What follows belongs to an exercise in optimizing a design on an open flow for small area; a production flow would make more cautious choices.
Function was checked by simulation only, so behaviour that the tests miss may differ from the original.
The clock port is modelled as an ideal driver, which makes a skipped or thinned clock tree look cheaper than it is; a real chip needs a root buffer or a tree.

== the previous run ==
==> flow/design.v (excerpt) <==
module computer_4_bit(INPUT_A,INPUT_B,command,ADDRESS,OUTPUT_A,OUTPUT_B,ZF,CF,clk,reset);
For scale: about 28 I/O pins.
==> flow/config.mk <==
export PLATFORM = sky130hd
export DESIGN_NAME = computer_4_bit
export DESIGN_NICKNAME = computer_4_bit
export VERILOG_FILES = /design/flow/design.v
export SDC_FILE = /design/flow/constraint.sdc
export NUM_CORES = 4
export LEC_CHECK = 0
export CAP_MARGIN = 5
export CORE_MARGIN = 2
export CORE_UTILIZATION = 40
export SLEW_MARGIN = 20
==> flow/constraint.sdc <==
create_clock -name core_clock -period 5.0 [get_ports {clk}]
set_input_delay 1.0000 -clock core_clock [delete_from_list [all_inputs] [get_ports {clk}]]
set_output_delay 1.0000 -clock core_clock [all_outputs]
set_load 0.01 [all_outputs]
standard.sh (not shown) runs the stock make flow with config.mk's settings and CLKGATE_MAP_FILE= SYNTH_SCRIPT=/design/flow/synth_recipe.tcl, a recipe that flattens the netlist after the stock synthesis.
==> flow/flow/run.sh <==
#!/bin/bash
# Own layout flow:
#  1. the standard synthesis (standard.sh synth), unchanged, into ref/;
#  2. its combinational logic re-mapped by ABC with several area scripts
#     (flow/s*.abc); the flip-flops keep their instances, names and cell
#     types; each result is proven equivalent to the standard netlist
#     (Yosys equiv_simple/equiv_induct, registers paired by name) and the
#     smallest proven one is kept (the standard netlist if none is proven);
#  3. the standard layout (standard.sh) of that netlist, with buf_1 port
#     buffers, a clkbuf_8 clock tree without dummy loads.
set -uo pipefail
HERE=$PWD
FL=$HERE/flow
LIB=$FLOW_HOME/platforms/sky130hd/lib/sky130_fd_sc_hd__tt_025C_1v80.lib

bash standard.sh WORK_HOME=$HERE/ref synth > $HERE/std_synth.log 2>&1 || exit 1
SYN=$HERE/ref/results/sky130hd/computer_4_bit/base/1_2_yosys.v

best=$SYN
best_area=999999999
for scr in $FL/s*.abc; do
  n=$(basename $scr .abc)
  cat > $HERE/reopt_$n.ys <<EOY
read_liberty -ignore_miss_func $LIB
read_verilog $SYN
hierarchy -top computer_4_bit
setattr -mod -set keep_hierarchy 1 sky130_fd_sc_hd__*df*
flatten
opt_clean
select computer_4_bit
rename -hide w:*.*
opt_clean -purge
techmap
opt -fast
abc -liberty $LIB -script $scr -dont_use sky130_fd_sc_hd__probe_p_8 -dont_use sky130_fd_sc_hd__probec_p_8 -dont_use sky130_fd_sc_hd__lpflow_*
opt_clean -purge
hilomap -singleton -hicell sky130_fd_sc_hd__conb_1 HI -locell sky130_fd_sc_hd__conb_1 LO
splitnets
opt_clean -purge
tee -o $HERE/reopt_$n.stat stat -liberty $LIB computer_4_bit
write_verilog -noattr -noexpr -nohex -nodec -selected $HERE/reopt_$n.v
EOY
  cat > $HERE/equiv_$n.ys <<EOY
read_liberty -ignore_miss_func $LIB
read_verilog $SYN
rename computer_4_bit gold
read_verilog $HERE/reopt_$n.v
rename computer_4_bit gate
flatten gold gate
rename -hide w:_* w:*.*
opt_clean
equiv_make gold gate equiv
hierarchy -top equiv
equiv_simple
equiv_induct
equiv_status -assert
EOY
  ( yosys -s $HERE/reopt_$n.ys > $HERE/reopt_$n.log 2>&1 && \
    yosys -s $HERE/equiv_$n.ys > $HERE/equiv_$n.log 2>&1 && touch $HERE/ok_$n ) &
done
wait
for scr in $FL/s*.abc; do
  n=$(basename $scr .abc)
  [[ -f $HERE/ok_$n ]] || continue
  grep -qE '^\s*\\\$' $HERE/reopt_$n.v && continue
  a=$(awk '/Chip area/ {print $NF}' $HERE/reopt_$n.stat)
  if awk "BEGIN{exit !($a < $best_area)}"; then best_area=$a; best=$HERE/reopt_$n.v; fi
done
echo "netlist: $best ($best_area)" > $HERE/reopt_choice.txt
cp $best $HERE/netlist.v

CTS="-sink_clustering_enable -sink_clustering_size 30 -sink_clustering_max_diameter 500"
CTS="$CTS -buf_list sky130_fd_sc_hd__clkbuf_8 -root_buf sky130_fd_sc_hd__clkbuf_8 -dont_use_dummy_load -repair_clock_nets"
bash standard.sh SYNTH_NETLIST_FILES=$HERE/netlist.v \
  "BUFFER_PORTS_ARGS=-buffer_cell sky130_fd_sc_hd__buf_1" "CTS_ARGS=$CTS" finish > $HERE/layout.log 2>&1
==> flow/flow/s1.abc <==
strash
&get -n
&deepsyn -T 30
&put
&get -n
&dch -f
&nf -R 1000
&put
==> flow/flow/s2.abc <==
strash
&get -n
&deepsyn -T 60 -S 1
&put
&get -n
&dch -f
&nf -R 1000
&put
==> flow/flow/s3.abc <==
strash
dc2
&get -n
&deepsyn -T 30 -S 2
&put
&get -n
&dch -f
&nf -p -R 1000
&put
==> flow/flow/s4.abc <==
strash
dc2
balance
 rewrite
 refactor
 balance
 rewrite
 rewrite -z
 balance
 refactor -z
 rewrite -z
 balance
&get -n
&dch -f
&nf -R 1000 -a
&put
The following lists how the current run was set up differently from the previous run:
--- a/flow/flow/run.sh
+++ b/flow/flow/run.sh
@@ -8,5 +8,5 @@
 #     smallest proven one is kept (the standard netlist if none is proven);
 #  3. the standard layout (standard.sh) of that netlist, with buf_1 port
-#     buffers, a clkbuf_8 clock tree without dummy loads.
+#     buffers and a clock tree of one clkbuf_16 (flow/cts_one.tcl).
 set -uo pipefail
 HERE=$PWD
@@ -70,6 +70,4 @@
 cp $best $HERE/netlist.v
 
-CTS="-sink_clustering_enable -sink_clustering_size 30 -sink_clustering_max_diameter 500"
-CTS="$CTS -buf_list sky130_fd_sc_hd__clkbuf_8 -root_buf sky130_fd_sc_hd__clkbuf_8 -dont_use_dummy_load -repair_clock_nets"
 bash standard.sh SYNTH_NETLIST_FILES=$HERE/netlist.v \
-  "BUFFER_PORTS_ARGS=-buffer_cell sky130_fd_sc_hd__buf_1" "CTS_ARGS=$CTS" finish > $HERE/layout.log 2>&1
+  "BUFFER_PORTS_ARGS=-buffer_cell sky130_fd_sc_hd__buf_1" PRE_CTS_TCL=$FL/cts_one.tcl finish > $HERE/layout.log 2>&1
==> flow/flow/cts_one.tcl (new file) <==
# Clock tree of one buffer: the clock port drives a single clkbuf_16 placed
# at the centre of the flip-flops, which drives every flip-flop clock pin.
# Replaces clock_tree_synthesis for this small design (a few dozen sinks).
rename clock_tree_synthesis cts_tritoncts
proc clock_tree_synthesis { args } {
  set block [ord::get_db_block]
  set master [[ord::get_db] findMaster sky130_fd_sc_hd__clkbuf_16]
  set port [$block findBTerm clk]
  set clknet [$port getNet]
  set sinks [$clknet getITerms]
  set newnet [odb::dbNet_create $block clknet_0_clk]
  $newnet setSigType CLOCK
  set buf [odb::dbInst_create $block $master clkbuf_0_clk]
  set sx 0
  set sy 0
  set n 0
  foreach it $sinks {
    set inst [$it getInst]
    set loc [$inst getLocation]
    set sx [expr {$sx + [lindex $loc 0]}]
    set sy [expr {$sy + [lindex $loc 1]}]
    incr n
    $it disconnect
    $it connect $newnet
  }
  [$buf findITerm A] connect $clknet
  [$buf findITerm X] connect $newnet
  $buf setLocation [expr {$sx / $n}] [expr {$sy / $n}]
  $buf setPlacementStatus PLACED
  puts "clock_tree_synthesis (one buffer): clkbuf_0_clk drives $n sinks"
  set_propagated_clock [all_clocks]
}
==> flow/flow/s1.abc <==
strash
&get -n
&deepsyn -T 60 -S 1
&put
&get -n
&dch -f
&nf -R 1000
&put
==> flow/flow/s2.abc <==
strash
&get -n
&deepsyn -T 60 -S 2
&put
&get -n
&dch -f
&nf -R 1000
&put
==> flow/flow/s3.abc <==
strash
&get -n
&deepsyn -T 60 -S 3
&put
&get -n
&dch -f
&nf -R 1000
&put
==> flow/flow/s4.abc <==
strash
&get -n
&deepsyn -T 60 -S 4
&put
&get -n
&dch -f
&nf -R 1000
&put
==> flow/flow/s5.abc (new file) <==
strash
&get -n
&deepsyn -T 60 -S 5
&put
&get -n
&dch -f
&nf -R 1000
&put
==> flow/flow/s6.abc (new file) <==
strash
&get -n
&deepsyn -T 60 -S 6
&put
&get -n
&dch -f
&nf -R 1000
&put
--- a/flow/config.mk
+++ b/flow/config.mk
@@ -8,4 +8,4 @@
 export CAP_MARGIN = 5
 export CORE_MARGIN = 2
-export CORE_UTILIZATION = 40
+export CORE_UTILIZATION = 60
 export SLEW_MARGIN = 20
Delta (the current run minus the previous run): final cell count shrank by 7.9%; layout cell share with drive strength beyond 1 shrank by 1.1 points; routed wire length shrank by 150 um.
On clock transition at the register clock pins on the worst setup and hold paths after CTS, the previous run and the current run are basically level.
Insertion delay of the later-clocked pin in the worst-skew pair (lower): the current run
Of the previous run and the current run, the run reporting the higher utilization of the core after routing was the current run.
In the current run the design's own scripts or RTL, not TritonCTS, make the clock network.

==> port drivers added, routing unchanged <==
The flow's constraints put no driver on any port. The routed layouts listed below were extracted and timed again, unchanged, in two steps.
Step 1 assumes that a clkbuf_16 drives the clock port and a buf_2 every other input.
Step 2, shift: input delay + t, output delay - t, t = (earliest + latest rising clock arrival at the registers) / 2. This alone moves slack from input paths to output paths.
Three values: no drivers, after step 1, after step 2; two values: the first two.
run | shift t [ns] | setup slack, ns | slew at the worst register clock pin (ns) | worst data-port slew with drivers (ns)
the previous run | 0.286 | 2.291 / 2.291 / 2.291 | 0.08 / 0.08 | 0.03
the current run | 0.184 | 2.372 / 2.372 / 2.372 | 0.09 / 0.09 | 0.03
After both steps setup and hold are still met in every run listed.
